From an optimization exercise on the open Yosys and OpenROAD flow, aimed at small area, a short achievable clock period and few clock cycles; shortcuts taken in it are not production practice.
In this exercise RTL edits were held to simulation tests only and were not proved equivalent to the original.
No activity file was given, so power comes from the tool's default toggle rates.

==> flow/design.v (outline; a module is shown in full before it is edited, if it fits) <==
// module fa: 5 lines
// module ha: 5 lines
// module top: 5066 lines
module top(clk, rst, start, x, y, z, mem_rdata, mem_addr, mem_wdata, mem_wen, done);
  // ...
==> flow/run.sh <==
#!/bin/bash
# synth_recipe.tcl (not shown) runs the flow's synth.tcl, then flattens the netlist and writes it again
# the make line also repeats each setting of config.mk as NAME=value (left out here)
make -C /OpenROAD-flow-scripts/flow DESIGN_CONFIG=/design/flow/config.mk WORK_HOME=/design/flow/orfs CLKGATE_MAP_FILE= SYNTH_SCRIPT=/design/flow/synth_recipe.tcl finish
==> flow/config.mk <==
export PLATFORM = sky130hd
export DESIGN_NAME = top
export DESIGN_NICKNAME = top
export VERILOG_FILES = /design/flow/design.v
export SDC_FILE = /design/flow/constraint.sdc
export NUM_CORES = 4
export LEC_CHECK = 0
export CAP_MARGIN = 20
export CORE_MARGIN = 2
export CORE_UTILIZATION = 40
export SLEW_MARGIN = 20
export SYNTH_HIERARCHICAL = 1
==> flow/constraint.sdc <==
create_clock -name core_clock -period 10.0 [get_ports {clk}]
set_input_delay 2.0000 -clock core_clock [delete_from_list [all_inputs] [get_ports {clk}]]
set_output_delay 2.0000 -clock core_clock [all_outputs]
set_load 0.01 [all_outputs]
==> flow_summary.rst, run 1 <==
.. list-table::
   :header-rows: 1

   * - Metric
     - Value
   * - Number of different library cells in the post-synthesis netlist
     - 62
   * - Weighted congestion at the end of routability-driven global placement
     - between 1 and 1.5
   * - Max Clock Freq
     - approximately 230 MHz
   * - Cell types with the largest area share after synthesis
     - sky130_fd_sc_hd__fa_1, sky130_fd_sc_hd__dfxtp_1, sky130_fd_sc_hd__and2_1
   * - Worst hold path cell count
     - 0
   * - Reported net switching power
     - 4.51 mW
   * - Area leader, netlist
     - sky130_fd_sc_hd__fa_1
   * - Most instantiated library cell after synthesis
     - sky130_fd_sc_hd__and2_1
   * - Routed met3 length
     - ~11,000 µm
   * - Worst setup path start
     - F[2][28]
   * - Top fanout value on the critical path
     - 8
   * - Source of the worst hold timing path
     - C[8][2]
   * - Kind of capture point of the worst setup path
     - flop
   * - Setup repair after global routing missed its margin
     - no
   * - DRC violation count after routing
     - 0
   * - Simple-gate area share of the yosys netlist
     - between 10% and 20%
   * - Die boundary width
     - 343 µm
   * - Global-route usage over all layers
     - between 20 and 25%
   * - Relative slew slack
     - between 40% and 50%
   * - Invs w/o clock
     - 28
   * - Reported leakage power
     - around 24 nW
   * - Total via count in the routed design
     - ~26,000
   * - M1 GR Usage
     - just over 30%
   * - Largest cell class
     - multi-input gates
   * - Final cell count without fillers
     - around 5,100
   * - Layer with the highest usage
     - met2
   * - Compound-cell area share of the yosys netlist
     - between 2 and 3%
   * - Mean instance size in the synthesized netlist
     - between 10 and 15 µm²
   * - Bufs on Longest Clock Path
     - 3
   * - Slowest stage delay, CP
     - ~0.70 ns
   * - Combinational share of power
     - between 40% and 50%
   * - Required time worst endpoint
     - between 10 and 15 ns
   * - Mux share of post-synthesis cell area
     - under 10%
   * - Met1 WL
     - approximately 54,000 µm
   * - Power in sequential cells
     - between 4 and 5 mW
   * - Run status
     - timing/DRC/antenna clean
   * - Worst min-delay path category
     - reg -> reg
   * - Slowest stage cell on the critical path
     - sky130_fd_sc_hd__fa_1
Testbench counts, summed over its fixed seeds: cycles 6,720.
==> inputs of run 2 (changes only) <==
--- a/flow/design.v
+++ b/flow/design.v
@@ -2525,24 +2525,10 @@
 wire c2458;
-wire s2459;
-wire c2460;
-wire s2461;
-wire c2462;
-wire s2463;
-wire c2464;
-wire s2465;
-wire c2466;
+wire s2462;
+wire c2463;
 wire s2467;
 wire c2468;
-wire s2469;
-wire c2470;
-wire s2471;
-wire c2472;
-wire s2473;
-wire c2474;
-wire s2475;
-wire c2476;
+wire s2472;
+wire c2473;
 wire s2477;
 wire c2478;
-wire s2479;
-wire c2480;
 wire s2481;
@@ -2557,34 +2543,22 @@
 wire c2490;
-wire s2491;
-wire c2492;
-wire s2493;
-wire c2494;
-wire s2495;
-wire c2496;
-wire s2497;
-wire c2498;
+wire s2494;
+wire c2495;
 wire s2499;
 wire c2500;
-wire s2501;
-wire c2502;
-wire s2503;
-wire c2504;
-wire s2505;
-wire c2506;
-wire s2507;
-wire c2508;
-wire s2509;
-wire c2510;
-wire s2511;
-wire c2512;
-wire s2513;
-wire c2514;
-wire s2515;
-wire c2516;
-wire s2517;
-wire c2518;
-wire s2519;
-wire c2520;
-wire s2521;
-wire c2522;
+wire s2504;
+wire c2505;
+wire s2506;
+wire c2507;
+wire s2508;
+wire c2509;
+wire s2510;
+wire c2511;
+wire s2512;
+wire c2513;
+wire s2514;
+wire c2515;
+wire s2516;
+wire c2517;
+wire s2518;
+wire c2519;
 wire s2523;
@@ -2663,34 +2637,14 @@
 wire c2596;
-wire s2597;
-wire c2598;
-wire s2599;
-wire c2600;
-wire s2601;
-wire c2602;
-wire s2603;
-wire c2604;
+wire s2600;
+wire c2601;
 wire s2605;
 wire c2606;
-wire s2607;
-wire c2608;
-wire s2609;
-wire c2610;
-wire s2611;
-wire c2612;
-wire s2613;
-wire c2614;
+wire s2610;
+wire c2611;
 wire s2615;
 wire c2616;
-wire s2617;
-wire c2618;
-wire s2619;
-wire c2620;
-wire s2621;
-wire c2622;
-wire s2623;
-wire c2624;
+wire s2620;
+wire c2621;
 wire s2625;
 wire c2626;
-wire s2627;
-wire c2628;
 wire s2629;
@@ -2699,56 +2653,38 @@
 wire c2632;
-wire s2633;
-wire c2634;
-wire s2635;
-wire c2636;
-wire s2637;
-wire c2638;
-wire s2639;
-wire c2640;
+wire s2636;
+wire c2637;
 wire s2641;
 wire c2642;
-wire s2643;
-wire c2644;
-wire s2645;
-wire c2646;
-wire s2647;
-wire c2648;
-wire s2649;
-wire c2650;
+wire s2646;
+wire c2647;
 wire s2651;
 wire c2652;
-wire s2653;
-wire c2654;
-wire s2655;
-wire c2656;
-wire s2657;
-wire c2658;
-wire s2659;
-wire c2660;
-wire s2661;
-wire c2662;
-wire s2666;
-wire c2667;
-wire s2668;
-wire c2669;
-wire s2670;
-wire c2671;
-wire s2675;
-wire c2676;
+wire s2656;
+wire c2657;
+wire s2658;
+wire c2659;
+wire s2660;
+wire c2661;
+wire s2662;
+wire c2663;
+wire s2667;
+wire c2668;
+wire s2672;
+wire c2673;
 wire s2677;
 wire c2678;
-wire s2679;
-wire c2680;
-wire s2681;
-wire c2682;
+wire s2682;
+wire c2683;
+wire s2684;
+wire c2685;
 wire s2686;
 wire c2687;
-wire s2691;
-wire c2692;
-wire s2693;
-wire c2694;
+wire s2688;
+wire c2689;
+wire s2690;
+wire c2691;
 wire s2695;
 wire c2696;
-wire s2697;
-wire c2698;
+wire s2700;
+wire c2701;
 wire s2702;
@@ -2763,22 +2699,22 @@
 wire c2711;
-wire s2712;
-wire c2713;
-wire s2714;
-wire c2715;
-wire s2716;
-wire c2717;
-wire s2718;
-wire c2719;
-wire s2720;
-wire c2721;
-wire s2722;
-wire c2723;
-wire s2724;
-wire c2725;
-wire s2726;
-wire c2727;
-wire s2728;
-wire c2729;
-wire s2730;
-wire c2731;
+wire s2715;
+wire c2716;
+wire s2717;
+wire c2718;
+wire s2719;
+wire c2720;
+wire s2721;
+wire c2722;
+wire s2723;
+wire c2724;
+wire s2725;
+wire c2726;
+wire s2727;
+wire c2728;
+wire s2729;
+wire c2730;
+wire s2731;
+wire c2732;
+wire s2733;
+wire c2734;
 wire s2735;
@@ -2789,38 +2725,46 @@
 wire c2745;
-wire s2749;
-wire c2750;
+wire s2746;
+wire c2747;
+wire s2748;
+wire c2749;
+wire s2750;
+wire c2751;
+wire s2752;
+wire c2753;
 wire s2754;
 wire c2755;
-wire s2757;
-wire c2758;
+wire s2756;
+wire c2757;
+wire s2758;
+wire c2759;
 wire s2762;
 wire c2763;
-wire s2767;
-wire c2768;
-wire s2769;
-wire c2770;
-wire s2774;
-wire c2775;
-wire s2779;
-wire c2780;
+wire s2764;
+wire c2765;
+wire s2766;
+wire c2767;
+wire s2768;
+wire c2769;
+wire s2773;
+wire c2774;
+wire s2778;
+wire c2779;
 wire s2781;
 wire c2782;
-wire s2786;
-wire c2787;
-wire s2791;
-wire c2792;
-wire s2795;
-wire c2796;
-wire s2797;
-wire c2798;
-wire s2799;
-wire c2800;
-wire s2804;
-wire c2805;
-wire s2806;
-wire c2807;
-wire s2808;
-wire c2809;
-wire s2813;
-wire c2814;
+wire s2783;
+wire c2784;
+wire s2788;
+wire c2789;
+wire s2793;
+wire c2794;
+wire s2798;
+wire c2799;
+wire s2801;
+wire c2802;
+wire s2803;
+wire c2804;
+wire s2805;
+wire c2806;
+wire s2810;
+wire c2811;
 wire s2815;
@@ -2831,4 +2775,6 @@
 wire c2820;
-wire s2824;
-wire c2825;
+wire s2821;
+wire c2822;
+wire s2826;
+wire c2827;
 wire s2828;
@@ -2853,2 +2799,4 @@
 wire c2847;
+wire s2848;
+wire c2849;
 wire s2850;
@@ -2857,8 +2805,12 @@
 wire c2853;
-wire s2857;
-wire c2858;
+wire s2854;
+wire c2855;
+wire s2856;
+wire c2857;
+wire s2858;
+wire c2859;
 wire s2860;
 wire c2861;
-wire s2862;
-wire c2863;
+wire s2864;
+wire c2865;
 wire s2866;
@@ -2867,8 +2819,4 @@
 wire c2869;
-wire s2872;
-wire c2873;
-wire s2874;
-wire c2875;
-wire s2876;
-wire c2877;
+wire s2873;
+wire c2874;
 wire s2878;
@@ -2881,8 +2829,12 @@
 wire c2885;
-wire s2886;
-wire c2887;
+wire s2887;
+wire c2888;
 wire s2889;
 wire c2890;
-wire s2894;
-wire c2895;
+wire s2891;
+wire c2892;
+wire s2893;
+wire c2894;
+wire s2895;
+wire c2896;
 wire s2897;
@@ -2907,22 +2859,134 @@
 wire c2916;
-wire s2918;
-wire c2919;
-reg r2663;
+wire s2917;
+wire c2918;
+wire s2921;
+wire c2922;
+wire s2923;
+wire c2924;
+wire s2927;
+wire c2928;
+wire s2929;
+wire c2930;
+wire s2931;
+wire c2932;
+wire s2933;
+wire c2934;
+wire s2935;
+wire c2936;
+wire s2937;
+wire c2938;
+wire s2939;
+wire c2940;
+wire s2941;
+wire c2942;
+wire s2943;
+wire c2944;
+wire s2945;
+wire c2946;
+wire s2947;
+wire c2948;
+wire s2949;
+wire c2950;
+wire s2951;
+wire c2952;
+wire s2956;
+wire c2957;
+wire s2961;
+wire c2962;
+wire s2966;
+wire c2967;
+wire s2971;
+wire c2972;
+wire s2976;
+wire c2977;
+wire s2981;
+wire c2982;
+wire s2986;
+wire c2987;
+wire s2988;
+wire c2989;
+wire s2990;
+wire c2991;
+reg r2459;
+reg r2460;
+reg r2461;
+reg r2464;
+reg r2465;
+reg r2466;
+reg r2469;
+reg r2470;
+reg r2471;
+reg r2474;
+reg r2475;
+reg r2476;
+reg r2479;
+reg r2480;
+reg r2491;
+reg r2492;
+reg r2493;
+reg r2496;
+reg r2497;
+reg r2498;
+reg r2501;
+reg r2502;
+reg r2503;
+reg r2520;
+reg r2521;
+reg r2522;
+reg r2597;
+reg r2598;
+reg r2599;
+reg r2602;
+reg r2603;
+reg r2604;
+reg r2607;
+reg r2608;
+reg r2609;
+reg r2612;
+reg r2613;
+reg r2614;
+reg r2617;
+reg r2618;
+reg r2619;
+reg r2622;
+reg r2623;
+reg r2624;
+reg r2627;
+reg r2628;
+reg r2633;
+reg r2634;
+reg r2635;
+reg r2638;
+reg r2639;
+reg r2640;
+reg r2643;
+reg r2644;
+reg r2645;
+reg r2648;
+reg r2649;
+reg r2650;
+reg r2653;
+reg r2654;
+reg r2655;
 reg r2664;
 reg r2665;
-reg r2672;
-reg r2673;
+reg r2666;
+reg r2669;
+reg r2670;
+reg r2671;
 reg r2674;
-reg r2683;
-reg r2684;
-reg r2685;
-reg r2688;
-reg r2689;
-reg r2690;
+reg r2675;
+reg r2676;
+reg r2679;
+reg r2680;
+reg r2681;
+reg r2692;
+reg r2693;
+reg r2694;
+reg r2697;
+reg r2698;
 reg r2699;
-reg r2700;
-reg r2701;
-reg r2732;
-reg r2733;
-reg r2734;
+reg r2712;
+reg r2713;
+reg r2714;
 reg r2737;
@@ -2932,56 +2996,73 @@
 reg r2743;
-reg r2746;
-reg r2747;
-reg r2748;
-reg r2751;
-reg r2752;
-reg r2753;
-reg r2756;
-reg r2759;
 reg r2760;
 reg r2761;
-reg r2764;
-reg r2765;
-reg r2766;
+reg r2770;
 reg r2771;
 reg r2772;
-reg r2773;
+reg r2775;
 reg r2776;
 reg r2777;
-reg r2778;
-reg r2783;
-reg r2784;
+reg r2780;
 reg r2785;
-reg r2788;
-reg r2789;
+reg r2786;
+reg r2787;
 reg r2790;
-reg r2793;
-reg r2794;
-reg r2801;
-reg r2802;
-reg r2803;
-reg r2810;
-reg r2811;
+reg r2791;
+reg r2792;
+reg r2795;
+reg r2796;
+reg r2797;
+reg r2800;
+reg r2807;
+reg r2808;
+reg r2809;
 reg r2812;
-reg r2821;
-reg r2822;
+reg r2813;
+reg r2814;
 reg r2823;
-reg r2826;
-reg r2827;
-reg r2848;
-reg r2849;
-reg r2854;
-reg r2855;
-reg r2856;
-reg r2859;
-reg r2864;
-reg r2865;
+reg r2824;
+reg r2825;
+reg r2862;
+reg r2863;
 reg r2870;
 reg r2871;
-reg r2888;
-reg r2891;
-reg r2892;
-reg r2893;
-reg r2896;
-reg r2917;
+reg r2872;
+reg r2875;
+reg r2876;
+reg r2877;
+reg r2886;
+reg r2919;
+reg r2920;
+reg r2925;
+reg r2926;
+reg r2953;
+reg r2954;
+reg r2955;
+reg r2958;
+reg r2959;
+reg r2960;
+reg r2963;
+reg r2964;
+reg r2965;
+reg r2968;
+reg r2969;
+reg r2970;
+reg r2973;
+reg r2974;
+reg r2975;
+reg r2978;
+reg r2979;
+reg r2980;
+reg r2983;
+reg r2984;
+reg r2985;
+reg r2992;
+reg r2993;
+reg r2994;
+reg r2995;
+reg r2996;
+reg r2997;
+reg r2998;
+reg r2999;
+reg r3000;
 assign pp1 = (w[0] & f[0]);
@@ -4751,276 +4832,357 @@
 ha u_s2457(.a(pp1396), .b(pp1507), .s(s2457), .co(c2458));
-fa u_s2459(.a(s2303), .b(s2305), .c(s2307), .s(s2459), .co(c2460));
-fa u_s2461(.a(s2309), .b(s2311), .c(s2313), .s(s2461), .co(c2462));
-fa u_s2463(.a(s2125), .b(s2127), .c(s2129), .s(s2463), .co(c2464));
-fa u_s2465(.a(s2131), .b(s2133), .c(cy111), .s(s2465), .co(c2466));
-ha u_s2467(.a(cy222), .b(cy333), .s(s2467), .co(c2468));
-fa u_s2469(.a(c1775), .b(s2317), .c(s2165), .s(s2469), .co(c2470));
-fa u_s2471(.a(c2304), .b(s2319), .c(s2321), .s(s2471), .co(c2472));
-fa u_s2473(.a(s2323), .b(s2325), .c(s2337), .s(s2473), .co(c2474));
-fa u_s2475(.a(c2136), .b(c1964), .c(s2327), .s(s2475), .co(c2476));
-fa u_s2477(.a(s2329), .b(s2331), .c(s2333), .s(s2477), .co(c2478));
-fa u_s2479(.a(s2335), .b(s2167), .c(c2306), .s(s2479), .co(c2480));
-fa u_s2481(.a(c2308), .b(c2310), .c(c2312), .s(s2481), .co(c2482));
-fa u_s2483(.a(s2339), .b(s2201), .c(s2203), .s(s2483), .co(c2484));
-fa u_s2485(.a(s2341), .b(s2343), .c(s2345), .s(s2485), .co(c2486));
-fa u_s2487(.a(s2363), .b(s2347), .c(s2349), .s(s2487), .co(c2488));
-fa u_s2489(.a(c2318), .b(c2166), .c(s2351), .s(s2489), .co(c2490));
-fa u_s2491(.a(s2353), .b(c2320), .c(c2322), .s(s2491), .co(c2492));
-fa u_s2493(.a(c2324), .b(c2326), .c(s2355), .s(s2493), .co(c2494));
-fa u_s2495(.a(s2357), .b(c2328), .c(c2338), .s(s2495), .co(c2496));
-fa u_s2497(.a(s2359), .b(s2361), .c(c2330), .s(s2497), .co(c2498));
-fa u_s2499(.a(c2340), .b(s2365), .c(s2245), .s(s2499), .co(c2500));
-fa u_s2501(.a(c2342), .b(c2344), .c(c2346), .s(s2501), .co(c2502));
-fa u_s2503(.a(s2367), .b(s2369), .c(s2371), .s(s2503), .co(c2504));
-fa u_s2505(.a(s2373), .b(s2375), .c(s2377), .s(s2505), .co(c2506));
-fa u_s2507(.a(s2379), .b(s2381), .c(s2391), .s(s2507), .co(c2508));
-fa u_s2509(.a(c2364), .b(c2348), .c(c2350), .s(s2509), .co(c2510));
-fa u_s2511(.a(c2352), .b(c2354), .c(s2383), .s(s2511), .co(c2512));
-fa u_s2513(.a(s2385), .b(c2356), .c(c2358), .s(s2513), .co(c2514));
-ha u_s2515(.a(s2387), .b(s2389), .s(s2515), .co(c2516));
-fa u_s2517(.a(s2393), .b(s2395), .c(s2397), .s(s2517), .co(c2518));
-fa u_s2519(.a(s2399), .b(s2401), .c(s2403), .s(s2519), .co(c2520));
-fa u_s2521(.a(c2366), .b(c2368), .c(c2370), .s(s2521), .co(c2522));
-fa u_s2523(.a(c2372), .b(c2374), .c(c2376), .s(s2523), .co(c2524));
-fa u_s2525(.a(c2378), .b(s2405), .c(s2407), .s(s2525), .co(c2526));
-fa u_s2527(.a(c2380), .b(c2382), .c(s2409), .s(s2527), .co(c2528));
-fa u_s2529(.a(s2411), .b(s2413), .c(s2415), .s(s2529), .co(c2530));
-fa u_s2531(.a(s2417), .b(c2392), .c(c2384), .s(s2531), .co(c2532));
-fa u_s2533(.a(c2386), .b(c2388), .c(c2390), .s(s2533), .co(c2534));
-fa u_s2535(.a(s2421), .b(s2423), .c(s2425), .s(s2535), .co(c2536));
-fa u_s2537(.a(s2427), .b(c2394), .c(c2396), .s(s2537), .co(c2538));
-fa u_s2539(.a(c2398), .b(c2400), .c(c2402), .s(s2539), .co(c2540));
-fa u_s2541(.a(s2429), .b(s2431), .c(s2433), .s(s2541), .co(c2542));
-fa u_s2543(.a(s2435), .b(s2437), .c(s2439), .s(s2543), .co(c2544));
-fa u_s2545(.a(s2441), .b(c2404), .c(s2443), .s(s2545), .co(c2546));
-fa u_s2547(.a(c2406), .b(c2408), .c(c2410), .s(s2547), .co(c2548));
-fa u_s2549(.a(c2412), .b(c2414), .c(c2416), .s(s2549), .co(c2550));
-fa u_s2551(.a(c2418), .b(s2445), .c(s2447), .s(s2551), .co(c2552));
-fa u_s2553(.a(pp1618), .b(pp1729), .c(s2457), .s(s2553), .co(c2554));
-fa u_s2555(.a(c2422), .b(c2424), .c(c2426), .s(s2555), .co(c2556));
-fa u_s2557(.a(c2290), .b(c2292), .c(c2294), .s(s2557), .co(c2558));
-fa u_s2559(.a(c2296), .b(c2298), .c(c2300), .s(s2559), .co(c2560));
-fa u_s2561(.a(c2302), .b(s2449), .c(s2451), .s(s2561), .co(c2562));
-fa u_s2563(.a(s2453), .b(s2455), .c(c2428), .s(s2563), .co(c2564));
-fa u_s2565(.a(c2430), .b(c2432), .c(c2434), .s(s2565), .co(c2566));
-fa u_s2567(.a(c2436), .b(c2438), .c(c2440), .s(s2567), .co(c2568));
-fa u_s2569(.a(c2442), .b(c2444), .c(c2446), .s(s2569), .co(c2570));
-fa u_s2571(.a(cy444), .b(cy555), .c(cy666), .s(s2571), .co(c2572));
-fa u_s2573(.a(cy777), .b(cy888), .c(cy999), .s(s2573), .co(c2574));
-fa u_s2575(.a(cy1110), .b(cy1221), .c(cy1332), .s(s2575), .co(c2576));
-fa u_s2577(.a(c2314), .b(c2126), .c(c2128), .s(s2577), .co(c2578));
-fa u_s2579(.a(c2130), .b(c2132), .c(c2134), .s(s2579), .co(c2580));
-fa u_s2581(.a(s2469), .b(s2471), .c(s2473), .s(s2581), .co(c2582));
-fa u_s2583(.a(c2316), .b(s2475), .c(s2477), .s(s2583), .co(c2584));
-ha u_s2585(.a(c2460), .b(c2462), .s(s2585), .co(c2586));
-fa u_s2587(.a(s2483), .b(s2485), .c(c2332), .s(s2587), .co(c2588));
-fa u_s2589(.a(c2334), .b(c2336), .c(c2168), .s(s2589), .co(c2590));
-fa u_s2591(.a(s2487), .b(c2470), .c(s2489), .s(s2591), .co(c2592));
-fa u_s2593(.a(c2472), .b(c2474), .c(s2491), .s(s2593), .co(c2594));
-fa u_s2595(.a(s2493), .b(s2495), .c(c2476), .s(s2595), .co(c2596));
-ha u_s2597(.a(c2478), .b(s2497), .s(s2597), .co(c2598));
-fa u_s2599(.a(c2484), .b(s2499), .c(c2360), .s(s2599), .co(c2600));
-fa u_s2601(.a(c2362), .b(c2486), .c(s2501), .s(s2601), .co(c2602));
-fa u_s2603(.a(s2503), .b(s2505), .c(s2515), .s(s2603), .co(c2604));
-fa u_s2605(.a(s2507), .b(c2488), .c(s2509), .s(s2605), .co(c2606));
-fa u_s2607(.a(c2490), .b(s2511), .c(c2492), .s(s2607), .co(c2608));
-fa u_s2609(.a(c2494), .b(s2513), .c(c2496), .s(s2609), .co(c2610));
-fa u_s2611(.a(s2517), .b(s2519), .c(s2419), .s(s2611), .co(c2612));
-fa u_s2613(.a(c2500), .b(s2521), .c(s2523), .s(s2613), .co(c2614));
-fa u_s2615(.a(c2502), .b(c2504), .c(c2506), .s(s2615), .co(c2616));
-fa u_s2617(.a(s2525), .b(s2527), .c(s2529), .s(s2617), .co(c2618));
-fa u_s2619(.a(c2508), .b(c2516), .c(c2510), .s(s2619), .co(c2620));
-fa u_s2621(.a(c2512), .b(s2531), .c(c2514), .s(s2621), .co(c2622));
-fa u_s2623(.a(s2535), .b(c2518), .c(s2537), .s(s2623), .co(c2624));
-fa u_s2625(.a(s2539), .b(s2541), .c(s2543), .s(s2625), .co(c2626));
-fa u_s2627(.a(c2520), .b(s2545), .c(c2420), .s(s2627), .co(c2628));
-fa u_s2629(.a(c2522), .b(c2524), .c(c2526), .s(s2629), .co(c2630));
-fa u_s2631(.a(s2547), .b(s2549), .c(c2528), .s(s2631), .co(c2632));
-fa u_s2633(.a(c2530), .b(s2551), .c(c2532), .s(s2633), .co(c2634));
-fa u_s2635(.a(s2553), .b(c2536), .c(s2555), .s(s2635), .co(c2636));
-fa u_s2637(.a(s2557), .b(s2559), .c(s2561), .s(s2637), .co(c2638));
-fa u_s2639(.a(s2563), .b(c2448), .c(c2538), .s(s2639), .co(c2640));
-fa u_s2641(.a(c2540), .b(c2542), .c(s2565), .s(s2641), .co(c2642));
-fa u_s2643(.a(c2544), .b(s2567), .c(c2546), .s(s2643), .co(c2644));
-fa u_s2645(.a(c2548), .b(c2550), .c(s2569), .s(s2645), .co(c2646));
-fa u_s2647(.a(c2458), .b(c2450), .c(c2452), .s(s2647), .co(c2648));
-fa u_s2649(.a(c2454), .b(c2456), .c(c2554), .s(s2649), .co(c2650));
-fa u_s2651(.a(c2556), .b(c2558), .c(c2560), .s(s2651), .co(c2652));
-ha u_s2653(.a(c2562), .b(c2564), .s(s2653), .co(c2654));
-fa u_s2655(.a(cy1443), .b(cy1554), .c(cy1665), .s(s2655), .co(c2656));
-fa u_s2657(.a(cy1776), .b(s2315), .c(s2459), .s(s2657), .co(c2658));
-fa u_s2659(.a(s2577), .b(s2579), .c(c2464), .s(s2659), .co(c2660));
-fa u_s2661(.a(s2479), .b(s2481), .c(c2468), .s(s2661), .co(c2662));
-fa u_s2666(.a(r2663), .b(r2664), .c(r2665), .s(s2666), .co(c2667));
-fa u_s2668(.a(s2587), .b(s2589), .c(c2578), .s(s2668), .co(c2669));
-fa u_s2670(.a(c2580), .b(c2480), .c(c2482), .s(s2670), .co(c2671));
-fa u_s2675(.a(r2672), .b(r2673), .c(r2674), .s(s2675), .co(c2676));
-ha u_s2677(.a(s2593), .b(c2586), .s(s2677), .co(c2678));
-fa u_s2679(.a(s2599), .b(s2601), .c(c2588), .s(s2679), .co(c2680));
-fa u_s2681(.a(c2590), .b(c2498), .c(s2603), .s(s2681), .co(c2682));
-fa u_s2686(.a(r2683), .b(r2684), .c(r2685), .s(s2686), .co(c2687));
-fa u_s2691(.a(r2688), .b(r2689), .c(r2690), .s(s2691), .co(c2692));
-fa u_s2693(.a(s2611), .b(s2533), .c(c2600), .s(s2693), .co(c2694));
-fa u_s2695(.a(s2613), .b(c2602), .c(s2615), .s(s2695), .co(c2696));
-fa u_s2697(.a(s2617), .b(c2604), .c(c2606), .s(s2697), .co(c2698));
-fa u_s2702(.a(r2699), .b(r2700), .c(r2701), .s(s2702), .co(c2703));
-fa u_s2704(.a(s2623), .b(s2625), .c(c2612), .s(s2704), .co(c2705));
-fa u_s2706(.a(s2627), .b(c2534), .c(c2614), .s(s2706), .co(c2707));
-fa u_s2708(.a(c2616), .b(s2629), .c(c2618), .s(s2708), .co(c2709));
-fa u_s2710(.a(s2631), .b(c2620), .c(s2633), .s(s2710), .co(c2711));
-fa u_s2712(.a(s2635), .b(s2637), .c(c2552), .s(s2712), .co(c2713));
-fa u_s2714(.a(s2639), .b(c2624), .c(s2641), .s(s2714), .co(c2715));
-fa u_s2716(.a(c2626), .b(c2628), .c(s2643), .s(s2716), .co(c2717));
-fa u_s2718(.a(c2630), .b(s2645), .c(c2632), .s(s2718), .co(c2719));
-fa u_s2720(.a(s2647), .b(s2649), .c(c2566), .s(s2720), .co(c2721));
-fa u_s2722(.a(c2636), .b(c2568), .c(s2651), .s(s2722), .co(c2723));
-fa u_s2724(.a(c2638), .b(s2653), .c(c2570), .s(s2724), .co(c2725));
-fa u_s2726(.a(c2640), .b(c2642), .c(c2644), .s(s2726), .co(c2727));
-fa u_s2728(.a(s2461), .b(s2463), .c(s2467), .s(s2728), .co(c2729));
-ha u_s2730(.a(s2655), .b(s2571), .s(s2730), .co(c2731));
-fa u_s2735(.a(r2732), .b(r2733), .c(r2734), .s(s2735), .co(c2736));
+fa u_s2462(.a(r2459), .b(r2460), .c(r2461), .s(s2462), .co(c2463));
+fa u_s2467(.a(r2464), .b(r2465), .c(r2466), .s(s2467), .co(c2468));
+fa u_s2472(.a(r2469), .b(r2470), .c(r2471), .s(s2472), .co(c2473));
+fa u_s2477(.a(r2474), .b(r2475), .c(r2476), .s(s2477), .co(c2478));
+ha u_s2481(.a(r2479), .b(r2480), .s(s2481), .co(c2482));
+fa u_s2483(.a(c1775), .b(s2317), .c(s2165), .s(s2483), .co(c2484));
+fa u_s2485(.a(c2304), .b(s2319), .c(s2321), .s(s2485), .co(c2486));
+fa u_s2487(.a(s2323), .b(s2325), .c(s2337), .s(s2487), .co(c2488));
+fa u_s2489(.a(c2136), .b(c1964), .c(s2327), .s(s2489), .co(c2490));
+fa u_s2494(.a(r2491), .b(r2492), .c(r2493), .s(s2494), .co(c2495));
+fa u_s2499(.a(r2496), .b(r2497), .c(r2498), .s(s2499), .co(c2500));
+fa u_s2504(.a(r2501), .b(r2502), .c(r2503), .s(s2504), .co(c2505));
+fa u_s2506(.a(s2339), .b(s2201), .c(s2203), .s(s2506), .co(c2507));
+fa u_s2508(.a(s2341), .b(s2343), .c(s2345), .s(s2508), .co(c2509));
+fa u_s2510(.a(s2363), .b(s2347), .c(s2349), .s(s2510), .co(c2511));
+fa u_s2512(.a(c2318), .b(c2166), .c(s2351), .s(s2512), .co(c2513));
+fa u_s2514(.a(s2353), .b(c2320), .c(c2322), .s(s2514), .co(c2515));
+fa u_s2516(.a(c2324), .b(c2326), .c(s2355), .s(s2516), .co(c2517));
+fa u_s2518(.a(s2357), .b(c2328), .c(c2338), .s(s2518), .co(c2519));
+fa u_s2523(.a(r2520), .b(r2521), .c(r2522), .s(s2523), .co(c2524));
+fa u_s2525(.a(c2340), .b(s2365), .c(s2245), .s(s2525), .co(c2526));
+fa u_s2527(.a(c2342), .b(c2344), .c(c2346), .s(s2527), .co(c2528));
+fa u_s2529(.a(s2367), .b(s2369), .c(s2371), .s(s2529), .co(c2530));
+fa u_s2531(.a(s2373), .b(s2375), .c(s2377), .s(s2531), .co(c2532));
+fa u_s2533(.a(s2379), .b(s2381), .c(s2391), .s(s2533), .co(c2534));
+fa u_s2535(.a(c2364), .b(c2348), .c(c2350), .s(s2535), .co(c2536));
+fa u_s2537(.a(c2352), .b(c2354), .c(s2383), .s(s2537), .co(c2538));
+fa u_s2539(.a(s2385), .b(c2356), .c(c2358), .s(s2539), .co(c2540));
+ha u_s2541(.a(s2387), .b(s2389), .s(s2541), .co(c2542));
+fa u_s2543(.a(s2393), .b(s2395), .c(s2397), .s(s2543), .co(c2544));
+fa u_s2545(.a(s2399), .b(s2401), .c(s2403), .s(s2545), .co(c2546));
+fa u_s2547(.a(c2366), .b(c2368), .c(c2370), .s(s2547), .co(c2548));
+fa u_s2549(.a(c2372), .b(c2374), .c(c2376), .s(s2549), .co(c2550));
+fa u_s2551(.a(c2378), .b(s2405), .c(s2407), .s(s2551), .co(c2552));
+fa u_s2553(.a(c2380), .b(c2382), .c(s2409), .s(s2553), .co(c2554));
+fa u_s2555(.a(s2411), .b(s2413), .c(s2415), .s(s2555), .co(c2556));
+fa u_s2557(.a(s2417), .b(c2392), .c(c2384), .s(s2557), .co(c2558));
+fa u_s2559(.a(c2386), .b(c2388), .c(c2390), .s(s2559), .co(c2560));
+fa u_s2561(.a(s2421), .b(s2423), .c(s2425), .s(s2561), .co(c2562));
+fa u_s2563(.a(s2427), .b(c2394), .c(c2396), .s(s2563), .co(c2564));
+fa u_s2565(.a(c2398), .b(c2400), .c(c2402), .s(s2565), .co(c2566));
+fa u_s2567(.a(s2429), .b(s2431), .c(s2433), .s(s2567), .co(c2568));
+fa u_s2569(.a(s2435), .b(s2437), .c(s2439), .s(s2569), .co(c2570));
+fa u_s2571(.a(s2441), .b(c2404), .c(s2443), .s(s2571), .co(c2572));
+fa u_s2573(.a(c2406), .b(c2408), .c(c2410), .s(s2573), .co(c2574));
+fa u_s2575(.a(c2412), .b(c2414), .c(c2416), .s(s2575), .co(c2576));
+fa u_s2577(.a(c2418), .b(s2445), .c(s2447), .s(s2577), .co(c2578));
+fa u_s2579(.a(pp1618), .b(pp1729), .c(s2457), .s(s2579), .co(c2580));
+fa u_s2581(.a(c2422), .b(c2424), .c(c2426), .s(s2581), .co(c2582));
+fa u_s2583(.a(c2290), .b(c2292), .c(c2294), .s(s2583), .co(c2584));
+fa u_s2585(.a(c2296), .b(c2298), .c(c2300), .s(s2585), .co(c2586));
+fa u_s2587(.a(c2302), .b(s2449), .c(s2451), .s(s2587), .co(c2588));
+fa u_s2589(.a(s2453), .b(s2455), .c(c2428), .s(s2589), .co(c2590));
+fa u_s2591(.a(c2430), .b(c2432), .c(c2434), .s(s2591), .co(c2592));
+fa u_s2593(.a(c2436), .b(c2438), .c(c2440), .s(s2593), .co(c2594));
+fa u_s2595(.a(c2442), .b(c2444), .c(c2446), .s(s2595), .co(c2596));
+fa u_s2600(.a(r2597), .b(r2598), .c(r2599), .s(s2600), .co(c2601));
+fa u_s2605(.a(r2602), .b(r2603), .c(r2604), .s(s2605), .co(c2606));
+fa u_s2610(.a(r2607), .b(r2608), .c(r2609), .s(s2610), .co(c2611));
+fa u_s2615(.a(r2612), .b(r2613), .c(r2614), .s(s2615), .co(c2616));
+fa u_s2620(.a(r2617), .b(r2618), .c(r2619), .s(s2620), .co(c2621));
+fa u_s2625(.a(r2622), .b(r2623), .c(r2624), .s(s2625), .co(c2626));
+fa u_s2629(.a(r2627), .b(r2628), .c(c2482), .s(s2629), .co(c2630));
+ha u_s2631(.a(c2463), .b(c2468), .s(s2631), .co(c2632));
+fa u_s2636(.a(r2633), .b(r2634), .c(r2635), .s(s2636), .co(c2637));
+fa u_s2641(.a(r2638), .b(r2639), .c(r2640), .s(s2641), .co(c2642));
+fa u_s2646(.a(r2643), .b(r2644), .c(r2645), .s(s2646), .co(c2647));
+fa u_s2651(.a(r2648), .b(r2649), .c(r2650), .s(s2651), .co(c2652));
+fa u_s2656(.a(r2653), .b(r2654), .c(r2655), .s(s2656), .co(c2657));
+ha u_s2658(.a(c2495), .b(c2500), .s(s2658), .co(c2659));
+fa u_s2660(.a(c2507), .b(s2525), .c(c2360), .s(s2660), .co(c2661));
+fa u_s2662(.a(c2362), .b(c2509), .c(s2527), .s(s2662), .co(c2663));
+fa u_s2667(.a(r2664), .b(r2665), .c(r2666), .s(s2667), .co(c2668));
+fa u_s2672(.a(r2669), .b(r2670), .c(r2671), .s(s2672), .co(c2673));
+fa u_s2677(.a(r2674), .b(r2675), .c(r2676), .s(s2677), .co(c2678));
+fa u_s2682(.a(r2679), .b(r2680), .c(r2681), .s(s2682), .co(c2683));
+fa u_s2684(.a(s2543), .b(s2545), .c(s2419), .s(s2684), .co(c2685));
+fa u_s2686(.a(c2526), .b(s2547), .c(s2549), .s(s2686), .co(c2687));
+fa u_s2688(.a(c2528), .b(c2530), .c(c2532), .s(s2688), .co(c2689));
+fa u_s2690(.a(s2551), .b(s2553), .c(s2555), .s(s2690), .co(c2691));
+fa u_s2695(.a(r2692), .b(r2693), .c(r2694), .s(s2695), .co(c2696));
+fa u_s2700(.a(r2697), .b(r2698), .c(r2699), .s(s2700), .co(c2701));
+fa u_s2702(.a(s2561), .b(c2544), .c(s2563), .s(s2702), .co(c2703));
+fa u_s2704(.a(s2565), .b(s2567), .c(s2569), .s(s2704), .co(c2705));
+fa u_s2706(.a(c2546), .b(s2571), .c(c2420), .s(s2706), .co(c2707));
+fa u_s2708(.a(c2548), .b(c2550), .c(c2552), .s(s2708), .co(c2709));
+fa u_s2710(.a(s2573), .b(s2575), .c(c2554), .s(s2710), .co(c2711));
+fa u_s2715(.a(r2712), .b(r2713), .c(r2714), .s(s2715), .co(c2716));
+fa u_s2717(.a(s2579), .b(c2562), .c(s2581), .s(s2717), .co(c2718));
+fa u_s2719(.a(s2583), .b(s2585), .c(s2587), .s(s2719), .co(c2720));
+fa u_s2721(.a(s2589), .b(c2448), .c(c2564), .s(s2721), .co(c2722));
+fa u_s2723(.a(c2566), .b(c2568), .c(s2591), .s(s2723), .co(c2724));
+fa u_s2725(.a(c2570), .b(s2593), .c(c2572), .s(s2725), .co(c2726));
+fa u_s2727(.a(c2574), .b(c2576), .c(s2595), .s(s2727), .co(c2728));
+fa u_s2729(.a(c2458), .b(c2450), .c(c2452), .s(s2729), .co(c2730));
+fa u_s2731(.a(c2454), .b(c2456), .c(c2580), .s(s2731), .co(c2732));
+fa u_s2733(.a(c2582), .b(c2584), .c(c2586), .s(s2733), .co(c2734));
+ha u_s2735(.a(c2588), .b(c2590), .s(s2735), .co(c2736));
 fa u_s2740(.a(r2737), .b(r2738), .c(r2739), .s(s2740), .co(c2741));
-ha u_s2744(.a(r2742), .b(r2743), .s(s2744), .co(c2745));
-fa u_s2749(.a(r2746), .b(r2747), .c(r2748), .s(s2749), .co(c2750));
-fa u_s2754(.a(r2751), .b(r2752), .c(r2753), .s(s2754), .co(c2755));
-fa u_s2757(.a(r2756), .b(c2667), .c(s2675), .s(s2757), .co(c2758));
-fa u_s2762(.a(r2759), .b(r2760), .c(r2761), .s(s2762), .co(c2763));
-fa u_s2767(.a(r2764), .b(r2765), .c(r2766), .s(s2767), .co(c2768));
-fa u_s2769(.a(c2676), .b(s2686), .c(s2691), .s(s2769), .co(c2770));
-fa u_s2774(.a(r2771), .b(r2772), .c(r2773), .s(s2774), .co(c2775));
-fa u_s2779(.a(r2776), .b(r2777), .c(r2778), .s(s2779), .co(c2780));
-fa u_s2781(.a(c2687), .b(c2692), .c(s2702), .s(s2781), .co(c2782));
-fa u_s2786(.a(r2783), .b(r2784), .c(r2785), .s(s2786), .co(c2787));
-fa u_s2791(.a(r2788), .b(r2789), .c(r2790), .s(s2791), .co(c2792));
-fa u_s2795(.a(r2793), .b(r2794), .c(c2703), .s(s2795), .co(c2796));
-fa u_s2797(.a(s2712), .b(s2714), .c(c2634), .s(s2797), .co(c2798));
-fa u_s2799(.a(c2705), .b(s2716), .c(c2707), .s(s2799), .co(c2800));
-fa u_s2804(.a(r2801), .b(r2802), .c(r2803), .s(s2804), .co(c2805));
-fa u_s2806(.a(s2720), .b(s2722), .c(s2724), .s(s2806), .co(c2807));
-fa u_s2808(.a(c2646), .b(c2713), .c(c2715), .s(s2808), .co(c2809));
-fa u_s2813(.a(r2810), .b(r2811), .c(r2812), .s(s2813), .co(c2814));
-fa u_s2815(.a(c2648), .b(c2650), .c(c2652), .s(s2815), .co(c2816));
-fa u_s2817(.a(c2654), .b(c2721), .c(c2723), .s(s2817), .co(c2818));
-ha u_s2819(.a(c2725), .b(c2727), .s(s2819), .co(c2820));
-fa u_s2824(.a(r2821), .b(r2822), .c(r2823), .s(s2824), .co(c2825));
-fa u_s2828(.a(r2826), .b(r2827), .c(s2744), .s(s2828), .co(c2829));
-ha u_s2830(.a(s2735), .b(s2740), .s(s2830), .co(c2831));
-fa u_s2832(.a(c2745), .b(c2736), .c(c2741), .s(s2832), .co(c2833));
-fa u_s2834(.a(s2749), .b(s2754), .c(s2757), .s(s2834), .co(c2835));
-fa u_s2836(.a(c2750), .b(c2755), .c(s2762), .s(s2836), .co(c2837));
-fa u_s2838(.a(s2767), .b(c2758), .c(s2769), .s(s2838), .co(c2839));
-fa u_s2840(.a(c2763), .b(c2768), .c(s2774), .s(s2840), .co(c2841));
-fa u_s2842(.a(s2779), .b(c2770), .c(s2781), .s(s2842), .co(c2843));
-fa u_s2844(.a(c2775), .b(c2780), .c(s2786), .s(s2844), .co(c2845));
-fa u_s2846(.a(s2791), .b(c2782), .c(s2795), .s(s2846), .co(c2847));
-fa u_s2850(.a(r2848), .b(r2849), .c(c2787), .s(s2850), .co(c2851));
-fa u_s2852(.a(c2792), .b(s2804), .c(c2796), .s(s2852), .co(c2853));
-fa u_s2857(.a(r2854), .b(r2855), .c(r2856), .s(s2857), .co(c2858));
-fa u_s2860(.a(r2859), .b(c2805), .c(s2813), .s(s2860), .co(c2861));
-fa u_s2862(.a(s2815), .b(s2817), .c(c2807), .s(s2862), .co(c2863));
-fa u_s2866(.a(r2864), .b(r2865), .c(c2814), .s(s2866), .co(c2867));
-ha u_s2868(.a(c2816), .b(c2818), .s(s2868), .co(c2869));
-ha u_s2872(.a(r2870), .b(r2871), .s(s2872), .co(c2873));
-fa u_s2874(.a(c2825), .b(s2666), .c(s2828), .s(s2874), .co(c2875));
-fa u_s2876(.a(c2829), .b(c2831), .c(s2832), .s(s2876), .co(c2877));
-fa u_s2878(.a(c2833), .b(s2836), .c(c2835), .s(s2878), .co(c2879));
-fa u_s2880(.a(c2837), .b(s2840), .c(c2839), .s(s2880), .co(c2881));
-fa u_s2882(.a(c2841), .b(s2844), .c(c2843), .s(s2882), .co(c2883));
-fa u_s2884(.a(c2845), .b(s2850), .c(c2847), .s(s2884), .co(c2885));
-fa u_s2886(.a(s2857), .b(c2851), .c(s2860), .s(s2886), .co(c2887));
-fa u_s2889(.a(r2888), .b(c2858), .c(c2861), .s(s2889), .co(c2890));
-fa u_s2894(.a(r2891), .b(r2892), .c(r2893), .s(s2894), .co(c2895));
-ha u_s2897(.a(r2896), .b(s2872), .s(s2897), .co(c2898));
-fa u_s2899(.a(c2873), .b(s2830), .c(s2874), .s(s2899), .co(c2900));
-fa u_s2901(.a(c2875), .b(s2876), .c(s2834), .s(s2901), .co(c2902));
-fa u_s2903(.a(c2877), .b(s2838), .c(s2878), .s(s2903), .co(c2904));
-fa u_s2905(.a(s2842), .b(c2879), .c(s2880), .s(s2905), .co(c2906));
-fa u_s2907(.a(s2846), .b(c2881), .c(s2882), .s(s2907), .co(c2908));
-fa u_s2909(.a(s2852), .b(c2883), .c(s2884), .s(s2909), .co(c2910));
-fa u_s2911(.a(c2853), .b(s2886), .c(c2885), .s(s2911), .co(c2912));
-fa u_s2913(.a(s2866), .b(c2887), .c(s2889), .s(s2913), .co(c2914));
-fa u_s2915(.a(s2894), .b(c2867), .c(c2890), .s(s2915), .co(c2916));
-ha u_s2918(.a(r2917), .b(c2895), .s(s2918), .co(c2919));
-wire [11:0] fsum = {c2919, c2916, c2914, c2912, c2910, c2908, c2906, c2904, c2902, c2900, c2898, s2897} + {1'b0, s2918, s2915, s2913, s2911, s2909, s2907, s2905, s2903, s2901, s2899, s2824};
+fa u_s2744(.a(r2742), .b(r2743), .c(s2481), .s(s2744), .co(c2745));
+fa u_s2746(.a(c2601), .b(c2606), .c(c2611), .s(s2746), .co(c2747));
+fa u_s2748(.a(c2473), .b(c2478), .c(s2615), .s(s2748), .co(c2749));
+fa u_s2750(.a(s2620), .b(s2625), .c(s2494), .s(s2750), .co(c2751));
+fa u_s2752(.a(c2616), .b(c2621), .c(c2626), .s(s2752), .co(c2753));
+fa u_s2754(.a(c2505), .b(s2636), .c(s2641), .s(s2754), .co(c2755));
+fa u_s2756(.a(s2646), .b(s2651), .c(s2656), .s(s2756), .co(c2757));
+ha u_s2758(.a(s2523), .b(c2630), .s(s2758), .co(c2759));
+fa u_s2762(.a(r2760), .b(r2761), .c(c2637), .s(s2762), .co(c2763));
+fa u_s2764(.a(c2642), .b(c2647), .c(c2652), .s(s2764), .co(c2765));
+fa u_s2766(.a(c2657), .b(c2524), .c(s2667), .s(s2766), .co(c2767));
+fa u_s2768(.a(s2672), .b(s2677), .c(s2682), .s(s2768), .co(c2769));
+fa u_s2773(.a(r2770), .b(r2771), .c(r2772), .s(s2773), .co(c2774));
+fa u_s2778(.a(r2775), .b(r2776), .c(r2777), .s(s2778), .co(c2779));
+fa u_s2781(.a(r2780), .b(c2668), .c(c2673), .s(s2781), .co(c2782));
+fa u_s2783(.a(c2678), .b(c2683), .c(s2695), .s(s2783), .co(c2784));
+fa u_s2788(.a(r2785), .b(r2786), .c(r2787), .s(s2788), .co(c2789));
+fa u_s2793(.a(r2790), .b(r2791), .c(r2792), .s(s2793), .co(c2794));
+fa u_s2798(.a(r2795), .b(r2796), .c(r2797), .s(s2798), .co(c2799));
+fa u_s2801(.a(r2800), .b(c2696), .c(c2701), .s(s2801), .co(c2802));
+fa u_s2803(.a(s2717), .b(s2719), .c(c2578), .s(s2803), .co(c2804));
+fa u_s2805(.a(s2721), .b(c2703), .c(s2723), .s(s2805), .co(c2806));
+fa u_s2810(.a(r2807), .b(r2808), .c(r2809), .s(s2810), .co(c2811));
+fa u_s2815(.a(r2812), .b(r2813), .c(r2814), .s(s2815), .co(c2816));
+fa u_s2817(.a(s2729), .b(s2731), .c(c2592), .s(s2817), .co(c2818));
+fa u_s2819(.a(c2718), .b(c2594), .c(s2733), .s(s2819), .co(c2820));
+fa u_s2821(.a(c2720), .b(s2735), .c(c2596), .s(s2821), .co(c2822));
+fa u_s2826(.a(r2823), .b(r2824), .c(r2825), .s(s2826), .co(c2827));
+fa u_s2828(.a(s2740), .b(s2600), .c(s2605), .s(s2828), .co(c2829));
+ha u_s2830(.a(s2610), .b(s2462), .s(s2830), .co(c2831));
+fa u_s2832(.a(c2741), .b(s2499), .c(s2504), .s(s2832), .co(c2833));
+fa u_s2834(.a(c2745), .b(s2631), .c(s2629), .s(s2834), .co(c2835));
+ha u_s2836(.a(s2746), .b(s2748), .s(s2836), .co(c2837));
+fa u_s2838(.a(c2632), .b(s2658), .c(c2747), .s(s2838), .co(c2839));
+fa u_s2840(.a(c2749), .b(c2751), .c(s2752), .s(s2840), .co(c2841));
+fa u_s2842(.a(s2754), .b(s2756), .c(s2758), .s(s2842), .co(c2843));
+fa u_s2844(.a(c2659), .b(c2753), .c(c2755), .s(s2844), .co(c2845));
+fa u_s2846(.a(c2757), .b(s2762), .c(s2764), .s(s2846), .co(c2847));
+fa u_s2848(.a(s2766), .b(s2768), .c(c2759), .s(s2848), .co(c2849));
+fa u_s2850(.a(s2773), .b(s2778), .c(s2700), .s(s2850), .co(c2851));
+fa u_s2852(.a(c2763), .b(c2765), .c(c2767), .s(s2852), .co(c2853));
+fa u_s2854(.a(c2769), .b(s2781), .c(s2783), .s(s2854), .co(c2855));
+fa u_s2856(.a(c2774), .b(c2779), .c(s2788), .s(s2856), .co(c2857));
+fa u_s2858(.a(s2793), .b(s2798), .c(s2715), .s(s2858), .co(c2859));
+fa u_s2860(.a(c2782), .b(c2784), .c(s2801), .s(s2860), .co(c2861));
+fa u_s2864(.a(r2862), .b(r2863), .c(c2789), .s(s2864), .co(c2865));
+fa u_s2866(.a(c2794), .b(c2799), .c(c2716), .s(s2866), .co(c2867));
+fa u_s2868(.a(s2810), .b(s2815), .c(c2802), .s(s2868), .co(c2869));
+fa u_s2873(.a(r2870), .b(r2871), .c(r2872), .s(s2873), .co(c2874));
+fa u_s2878(.a(r2875), .b(r2876), .c(r2877), .s(s2878), .co(c2879));
+fa u_s2880(.a(c2811), .b(c2816), .c(s2826), .s(s2880), .co(c2881));
+fa u_s2882(.a(c2730), .b(c2732), .c(c2734), .s(s2882), .co(c2883));
+fa u_s2884(.a(c2736), .b(c2818), .c(c2820), .s(s2884), .co(c2885));
+ha u_s2887(.a(r2886), .b(c2827), .s(s2887), .co(c2888));
+fa u_s2889(.a(s2467), .b(s2472), .c(s2477), .s(s2889), .co(c2890));
+fa u_s2891(.a(c2831), .b(c2829), .c(s2832), .s(s2891), .co(c2892));
+ha u_s2893(.a(s2750), .b(s2834), .s(s2893), .co(c2894));
+fa u_s2895(.a(c2833), .b(c2835), .c(c2837), .s(s2895), .co(c2896));
+fa u_s2897(.a(s2838), .b(s2840), .c(s2842), .s(s2897), .co(c2898));
+fa u_s2899(.a(c2839), .b(c2841), .c(s2844), .s(s2899), .co(c2900));
+fa u_s2901(.a(s2846), .b(c2843), .c(s2848), .s(s2901), .co(c2902));
+fa u_s2903(.a(s2850), .b(c2845), .c(c2847), .s(s2903), .co(c2904));
+fa u_s2905(.a(s2852), .b(c2849), .c(s2854), .s(s2905), .co(c2906));
+fa u_s2907(.a(c2851), .b(s2856), .c(s2858), .s(s2907), .co(c2908));
+fa u_s2909(.a(c2853), .b(c2855), .c(s2860), .s(s2909), .co(c2910));
+fa u_s2911(.a(c2857), .b(c2859), .c(s2864), .s(s2911), .co(c2912));
+fa u_s2913(.a(s2866), .b(c2861), .c(s2868), .s(s2913), .co(c2914));
+fa u_s2915(.a(s2873), .b(s2878), .c(c2865), .s(s2915), .co(c2916));
+fa u_s2917(.a(c2867), .b(s2880), .c(c2869), .s(s2917), .co(c2918));
+fa u_s2921(.a(r2919), .b(r2920), .c(c2874), .s(s2921), .co(c2922));
+fa u_s2923(.a(c2879), .b(s2887), .c(c2881), .s(s2923), .co(c2924));
+ha u_s2927(.a(r2925), .b(r2926), .s(s2927), .co(c2928));
+ha u_s2929(.a(s2830), .b(s2744), .s(s2929), .co(c2930));
+fa u_s2931(.a(c2890), .b(s2836), .c(s2891), .s(s2931), .co(c2932));
+fa u_s2933(.a(c2892), .b(c2894), .c(s2895), .s(s2933), .co(c2934));
+fa u_s2935(.a(c2896), .b(s2899), .c(c2898), .s(s2935), .co(c2936));
+fa u_s2937(.a(c2900), .b(s2903), .c(c2902), .s(s2937), .co(c2938));
+fa u_s2939(.a(s2907), .b(c2904), .c(c2906), .s(s2939), .co(c2940));
+fa u_s2941(.a(c2908), .b(s2911), .c(c2910), .s(s2941), .co(c2942));
+fa u_s2943(.a(c2912), .b(s2915), .c(c2914), .s(s2943), .co(c2944));
+fa u_s2945(.a(s2921), .b(c2916), .c(s2923), .s(s2945), .co(c2946));
+fa u_s2947(.a(s2927), .b(c2888), .c(c2922), .s(s2947), .co(c2948));
+ha u_s2949(.a(s2889), .b(s2828), .s(s2949), .co(c2950));
+fa u_s2951(.a(c2930), .b(s2893), .c(s2931), .s(s2951), .co(c2952));
+fa u_s2956(.a(r2953), .b(r2954), .c(r2955), .s(s2956), .co(c2957));
+fa u_s2961(.a(r2958), .b(r2959), .c(r2960), .s(s2961), .co(c2962));
+fa u_s2966(.a(r2963), .b(r2964), .c(r2965), .s(s2966), .co(c2967));
+fa u_s2971(.a(r2968), .b(r2969), .c(r2970), .s(s2971), .co(c2972));
+fa u_s2976(.a(r2973), .b(r2974), .c(r2975), .s(s2976), .co(c2977));
+fa u_s2981(.a(r2978), .b(r2979), .c(r2980), .s(s2981), .co(c2982));
+fa u_s2986(.a(r2983), .b(r2984), .c(r2985), .s(s2986), .co(c2987));
+fa u_s2988(.a(s2947), .b(c2924), .c(c2946), .s(s2988), .co(c2989));
+ha u_s2990(.a(c2928), .b(c2948), .s(s2990), .co(c2991));
+wire [11:0] fsum = {r3000, r2998, c2987, c2982, c2977, c2972, c2967, c2962, c2957, r2996, r2994, r2992} + {1'b0, r2999, r2997, s2986, s2981, s2976, s2971, s2966, s2961, s2956, r2995, r2993};
 assign o = fsum[11:4];
 always @(posedge clk) begin
-  r2663 <= c2572;
-  r2664 <= c2574;
-  r2665 <= c2576;
-  r2672 <= s2591;
-  r2673 <= s2597;
-  r2674 <= c2582;
-  r2683 <= s2605;
-  r2684 <= c2592;
-  r2685 <= c2594;
-  r2688 <= s2607;
-  r2689 <= c2598;
-  r2690 <= s2609;
-  r2699 <= s2619;
-  r2700 <= c2608;
-  r2701 <= s2621;
-  r2732 <= c2656;
-  r2733 <= c2466;
-  r2734 <= s2581;
-  r2737 <= s2585;
-  r2738 <= s2583;
-  r2739 <= c2658;
-  r2742 <= s2659;
-  r2743 <= s2661;
-  r2746 <= s2595;
-  r2747 <= c2584;
-  r2748 <= c2660;
-  r2751 <= s2668;
-  r2752 <= s2670;
-  r2753 <= c2662;
-  r2756 <= s2677;
-  r2759 <= c2596;
-  r2760 <= s2679;
-  r2761 <= c2669;
-  r2764 <= c2671;
-  r2765 <= s2681;
-  r2766 <= c2678;
-  r2771 <= s2693;
-  r2772 <= c2610;
-  r2773 <= s2695;
-  r2776 <= c2680;
-  r2777 <= c2682;
-  r2778 <= s2697;
-  r2783 <= c2622;
-  r2784 <= s2704;
-  r2785 <= c2694;
-  r2788 <= s2706;
-  r2789 <= c2696;
-  r2790 <= s2708;
-  r2793 <= c2698;
-  r2794 <= s2710;
-  r2801 <= c2709;
-  r2802 <= s2718;
-  r2803 <= c2711;
-  r2810 <= s2726;
-  r2811 <= c2717;
-  r2812 <= c2719;
-  r2821 <= s2573;
-  r2822 <= s2575;
-  r2823 <= s2465;
-  r2826 <= c2729;
-  r2827 <= c2731;
-  r2848 <= s2797;
-  r2849 <= s2799;
-  r2854 <= s2806;
-  r2855 <= s2808;
-  r2856 <= c2798;
-  r2859 <= c2800;
-  r2864 <= c2809;
-  r2865 <= s2819;
-  r2870 <= s2657;
-  r2871 <= s2728;
-  r2888 <= s2862;
-  r2891 <= s2868;
-  r2892 <= c2820;
-  r2893 <= c2863;
-  r2896 <= s2730;
-  r2917 <= c2869;
+  r2459 <= s2303;
+  r2460 <= s2305;
+  r2461 <= s2307;
+  r2464 <= s2309;
+  r2465 <= s2311;
+  r2466 <= s2313;
+  r2469 <= s2125;
+  r2470 <= s2127;
+  r2471 <= s2129;
+  r2474 <= s2131;
+  r2475 <= s2133;
+  r2476 <= cy111;
+  r2479 <= cy222;
+  r2480 <= cy333;
+  r2491 <= s2329;
+  r2492 <= s2331;
+  r2493 <= s2333;
+  r2496 <= s2335;
+  r2497 <= s2167;
+  r2498 <= c2306;
+  r2501 <= c2308;
+  r2502 <= c2310;
+  r2503 <= c2312;
+  r2520 <= s2359;
+  r2521 <= s2361;
+  r2522 <= c2330;
+  r2597 <= cy444;
+  r2598 <= cy555;
+  r2599 <= cy666;
+  r2602 <= cy777;
+  r2603 <= cy888;
+  r2604 <= cy999;
+  r2607 <= cy1110;
+  r2608 <= cy1221;
+  r2609 <= cy1332;
+  r2612 <= c2314;
+  r2613 <= c2126;
+  r2614 <= c2128;
+  r2617 <= c2130;
+  r2618 <= c2132;
+  r2619 <= c2134;
+  r2622 <= s2483;
+  r2623 <= s2485;
+  r2624 <= s2487;
+  r2627 <= c2316;
+  r2628 <= s2489;
+  r2633 <= s2506;
+  r2634 <= s2508;
+  r2635 <= c2332;
+  r2638 <= c2334;
+  r2639 <= c2336;
+  r2640 <= c2168;
+  r2643 <= s2510;
+  r2644 <= c2484;
+  r2645 <= s2512;
+  r2648 <= c2486;
+  r2649 <= c2488;
+  r2650 <= s2514;
+  r2653 <= s2516;
+  r2654 <= s2518;
+  r2655 <= c2490;
+  r2664 <= s2529;
+  r2665 <= s2531;
+  r2666 <= s2541;
+  r2669 <= s2533;
+  r2670 <= c2511;
+  r2671 <= s2535;
+  r2674 <= c2513;
+  r2675 <= s2537;
+  r2676 <= c2515;
+  r2679 <= c2517;
+  r2680 <= s2539;
+  r2681 <= c2519;
+  r2692 <= c2534;
+  r2693 <= c2542;
+  r2694 <= c2536;
+  r2697 <= c2538;
+  r2698 <= s2557;
+  r2699 <= c2540;
+  r2712 <= c2556;
+  r2713 <= s2577;
+  r2714 <= c2558;
+  r2737 <= cy1443;
+  r2738 <= cy1554;
+  r2739 <= cy1665;
+  r2742 <= cy1776;
+  r2743 <= s2315;
+  r2760 <= s2660;
+  r2761 <= s2662;
+  r2770 <= s2684;
+  r2771 <= s2559;
+  r2772 <= c2661;
+  r2775 <= s2686;
+  r2776 <= c2663;
+  r2777 <= s2688;
+  r2780 <= s2690;
+  r2785 <= s2702;
+  r2786 <= s2704;
+  r2787 <= c2685;
+  r2790 <= s2706;
+  r2791 <= c2560;
+  r2792 <= c2687;
+  r2795 <= c2689;
+  r2796 <= s2708;
+  r2797 <= c2691;
+  r2800 <= s2710;
+  r2807 <= c2705;
+  r2808 <= c2707;
+  r2809 <= s2725;
+  r2812 <= c2709;
+  r2813 <= s2727;
+  r2814 <= c2711;
+  r2823 <= c2722;
+  r2824 <= c2724;
+  r2825 <= c2726;
+  r2862 <= s2803;
+  r2863 <= s2805;
+  r2870 <= s2817;
+  r2871 <= s2819;
+  r2872 <= s2821;
+  r2875 <= c2728;
+  r2876 <= c2804;
+  r2877 <= c2806;
+  r2886 <= c2822;
+  r2919 <= s2882;
+  r2920 <= s2884;
+  r2925 <= c2883;
+  r2926 <= c2885;
+  r2953 <= c2932;
+  r2954 <= s2897;
+  r2955 <= s2933;
+  r2958 <= s2901;
+  r2959 <= c2934;
+  r2960 <= s2935;
+  r2963 <= s2905;
+  r2964 <= c2936;
+  r2965 <= s2937;
+  r2968 <= s2909;
+  r2969 <= c2938;
+  r2970 <= s2939;
+  r2973 <= s2913;
+  r2974 <= c2940;
+  r2975 <= s2941;
+  r2978 <= s2917;
+  r2979 <= s2943;
+  r2980 <= c2942;
+  r2983 <= c2918;
+  r2984 <= s2945;
+  r2985 <= c2944;
+  r2992 <= s2949;
+  r2993 <= s2929;
+  r2994 <= c2950;
+  r2995 <= s2951;
+  r2996 <= c2952;
+  r2997 <= s2988;
+  r2998 <= c2989;
+  r2999 <= s2990;
+  r3000 <= c2991;
 end
-reg v1, v2;
+reg [3:1] vp;     
 reg [7:0] rq;
@@ -5032,44 +5194,42 @@
 always @(posedge clk) begin
-  if (v2) fq[wp] <= rq;
+  if (vp[3]) fq[wp] <= rq;
 end
+wire push = vp[3];
 always @(posedge clk) begin
-  if (idle) begin
-    iaddr <= x; faddr <= y; waddr <= z;
-  end
   if (rst) begin
-    running <= 1'b0; done <= 1'b0; mem_wen <= 1'b0; v1 <= 1'b0; v2 <= 1'b0;
+    running <= 1'b0; done <= 1'b0; mem_wen <= 1'b0; vp <= {3{1'b0}};
     wp <= 2'd0; rp <= 2'd0; cnt <= 3'd0; lastw <= 1'b0; go <= 1'b0;
-    s <= 5'd0; rho <= 5'd0; wcnt <= 8'd0;
   end else begin
     go <= idle && start;
-    v1 <= win_v;
-    v2 <= v1;
-    if (go) begin
-      running <= 1'b1;
-      s <= 5'd0; rho <= 5'd0;
-      mem_addr <= iaddr;
-      iaddr <= iaddr + 9'd4;
-      go <= 1'b0;
-    end else if (running) begin
-      if (s_end) begin s <= 5'd0; rho <= rho + 5'd1; end
-      else s <= s + 5'd1;
-      mem_wen <= wr_next;
-      if (ld_next) begin
-        mem_addr <= iaddr; iaddr <= iaddr + 9'd4;
-      end else if (fl_next) begin
-        mem_addr <= faddr; faddr <= faddr + 9'd4;
-      end else if (wr_next) begin
-        mem_addr <= waddr; waddr <= waddr + 9'd1;
-        mem_wdata <= fq[rp];
-        rp <= rp + 2'd1;
-        wcnt <= wcnt + 8'd1;
-        if (wcnt == 8'd168) lastw <= 1'b1;
-      end
-      cnt <= cnt + {2'd0, v2} - {2'd0, wr_next};
-      if (v2) wp <= wp + 2'd1;
-      if (lastw) begin
-        running <= 1'b0; done <= 1'b1;
-      end
+    vp <= {vp, win_v};
+    if (go) running <= 1'b1;
+    if (running) mem_wen <= wr_next;
+    if (wr_next && wcnt == 8'd168) lastw <= 1'b1;
+    if (running && lastw) begin
+      running <= 1'b0; done <= 1'b1;
     end
+    cnt <= cnt + {2'd0, push} - {2'd0, wr_next};
+    if (push) wp <= wp + 2'd1;
+    if (wr_next) rp <= rp + 2'd1;
+  end
+end
+always @(posedge clk) begin
+  if (go) begin
+    s <= 5'd0; rho <= 5'd0;
+  end else if (running) begin
+    if (s_end) begin s <= 5'd0; rho <= rho + 5'd1; end
+    else s <= s + 5'd1;
   end
+  if (go) wcnt <= 8'd0;
+  else if (wr_next) wcnt <= wcnt + 8'd1;
+  if (go || ld_next) iaddr <= iaddr + 9'd4;
+  else if (idle) iaddr <= x;
+  if (idle) faddr <= y;
+  else if (fl_next) faddr <= faddr + 9'd4;
+  if (idle) waddr <= z;
+  else if (wr_next) waddr <= waddr + 9'd1;
+  if (go || ld_next) mem_addr <= iaddr;
+  else if (fl_next) mem_addr <= faddr;
+  else if (wr_next) mem_addr <= waddr;
+  if (wr_next) mem_wdata <= fq[rp];
 end
--- a/flow/config.mk
+++ b/flow/config.mk
@@ -10,2 +10,4 @@
 export CORE_UTILIZATION = 40
+export CTS_CLUSTER_DIAMETER = 80
+export CTS_CLUSTER_SIZE = 30
 export SLEW_MARGIN = 20
==> flow_summary.rst, run 2 <==
.. list-table::
   :header-rows: 1

   * - Metric
     - Value
   * - Run status
     - timing/DRC/antenna clean (unchanged)
   * - Final cell count without fillers
     - 5,063 (was 5,076)
   * - Global-route usage over all layers
     - 22.1% (was 22.6%)
   * - Worst setup path start
     - s[0] (was F[2][28])
   * - Relative slew slack
     - 25.3% (was 41.5%)
   * - Die ar.
     - 121,000 µm² (was 118,000 µm²)
   * - CTS clock-pin slew for the worst setup and hold paths
     - 0.11 ns (was 0.06 ns)
   * - Pwr per Cell Area
     - 232 nW/µm² (was 242 nW/µm²)
   * - Worst setup path endpoint
     - cnt[2] (was r2756)
   * - EDFF count, synth
     - 204 (was 181)
   * - Max Clock Freq
     - 236 MHz (was 233 MHz)
   * - Number of different library cells in the post-synthesis netlist
     - 54 (was 62)
   * - Required time worst endpoint
     - 10.55 ns (was 10.56 ns)
   * - Setup tns final
     - 0 ns (unchanged)
   * - Resized Gates After CTS
     - 0 (unchanged)
   * - DRC violation count after routing
     - 0 (unchanged)
   * - Met1 WL
     - 54,800 µm (was 54,400 µm)
   * - Startpoint class of the critical path
     - flop (unchanged)
   * - Setup repair after global routing missed its margin
     - no (unchanged)
   * - Cell types with the largest area share after synthesis
     - sky130_fd_sc_hd__fa_1, sky130_fd_sc_hd__dfxtp_1, sky130_fd_sc_hd__and2_1 (unchanged)
   * - Reported leakage power
     - 23.8 nW (was 23.9 nW)
   * - Top fanout value on the critical path
     - 18 (was 8)
   * - Total via count in the routed design
     - 25,600 (was 26,100)
   * - Setup Buffers After CTS
     - 0 (unchanged)
   * - Area leader, netlist
     - sky130_fd_sc_hd__fa_1 (unchanged)
   * - Most instantiated library cell after synthesis
     - sky130_fd_sc_hd__and2_1 (unchanged)
   * - Mean instance size in the synthesized netlist
     - 14.1 µm² (was 13.8 µm²)
   * - Ys Warns
     - 9 (unchanged)
   * - Kind of capture point of the worst setup path
     - flop (unchanged)
   * - Routed met3 length
     - 12,300 µm (was 10,700 µm)
   * - Bufs on Longest Clock Path
     - 3 (unchanged)
   * - Worst min-delay path category
     - reg -> reg (unchanged)
   * - Die boundary width
     - 349 µm (was 343 µm)
   * - Weighted congestion at the end of routability-driven global placement
     - 0.967 (was 1.04)
## run 2: changes by cell type after synthesis, sizes merged, moves of 6 or more
cell	delta
dfxtp	+59
o21ai	+17
xor2	+6
nor2	-17
a21o	-16
xnor2	+9
a31oi	-6
a211oi	-6
edfxtp	+23
nand2	+16
o21a	+14
o32ai	-6
and3	-8
a31o	-18
## run 2: final cells by class
| class | count | area share (%) |
|---|---|---|
| clock inverter | 31 | 0.931 |
| timing repair buffer | 89 | 1.67 |
| sequential | 879 | 37.8 |
| antenna | 6 | 0.0289 |
| inverter | 24 | 0.174 |
| tap | 1536 | 3.70 |
| multi-input combinational | 2447 | 53.3 |
| clock buffer | 51 | 2.31 |
## run 2: per-layer routing
layer | track usage [%] | vias to the layer above
met4 | 7.90 | 0
met2 | 34.6 | 890
met5 | 0 | -
li1 | - | 11200
met1 | 29.0 | 13400
met3 | 7.13 | 160
## run 2: metrics by stage
step                      utilization, %  hold slack [ns]  instance area, µm²  total power, mW
after global routing                44.0            0.326               51900             12.8
after global placement              42.6            0.310               50200             9.67
after floorplan                        -            0.310               47500             7.70
after detailed placement            42.6            0.312               50200             9.73
final                               44.0            0.318               51900             12.0
after CTS                           44.0            0.322               51900             12.1
## run 2: where the power goes
group | internal, mW | total [mW] | switching, mW
Clock | 0.998 | 2.35 | 1.35
Sequential | 4.38 | 4.98 | 0.600
Combinational | 2.11 | 4.72 | 2.60
Total | 7.49 | 12.0 | 4.55
## run 2: kinds of logic after synthesis
family / count (synthesis) / synth area share, %
AO/OA/AOI/OAI: 168 / 2.18
XOR/XNOR: 34 / 0.627
adder cells (fa/ha/maj): 1027 / 39.4
buffers and inverters: 46 / 0.393
flip-flops: 879 / 41.4
multiplexers: 48 / 1.29
AND/OR/NAND/NOR: 1170 / 14.8
## run 2: per-module statistics from Yosys (local to each module, per instance)
module  area, µm²  flops+latches  times used  cells
fa           20.0              0         777      1
ha           12.5              0         124      1
top         30400            879           1   2471
## run 2: how the worst min path moves through the flow
stage / startpoint / endpoint / slack, ns / cells past startpoint
after floorplan: P[24] / C[0][0] / 0.31 / 0
after global placement: C[43][6] / C[44][6] / 0.31 / 0
after detailed placement: P[25] / C[0][1] / 0.31 / 0
after CTS: C[45][0] / C[46][0] / 0.32 / 0
after global routing: C[45][0] / C[46][0] / 0.33 / 0
final: C[45][0] / C[46][0] / 0.32 / 0
## run 2: critical path, cell delays in order (launching register included)
cell,delay [ns]
sky130_fd_sc_hd__dfxtp_1,0.45
sky130_fd_sc_hd__inv_1,0.10
sky130_fd_sc_hd__ha_1,0.22
sky130_fd_sc_hd__o21ba_2,0.22
sky130_fd_sc_hd__o2111ai_2,0.65
sky130_fd_sc_hd__nand4bb_1,0.73
sky130_fd_sc_hd__inv_2,0.49
sky130_fd_sc_hd__ha_1,0.30
sky130_fd_sc_hd__inv_1,0.06
sky130_fd_sc_hd__ha_1,0.13
sky130_fd_sc_hd__inv_1,0.05
sky130_fd_sc_hd__fa_1,0.37
sky130_fd_sc_hd__xor2_1,0.16
sky130_fd_sc_hd__xnor2_1,0.14
sky130_fd_sc_hd__nor2_1,0.05
Testbench counts of run 2, summed over its fixed seeds: cycles 6,744.
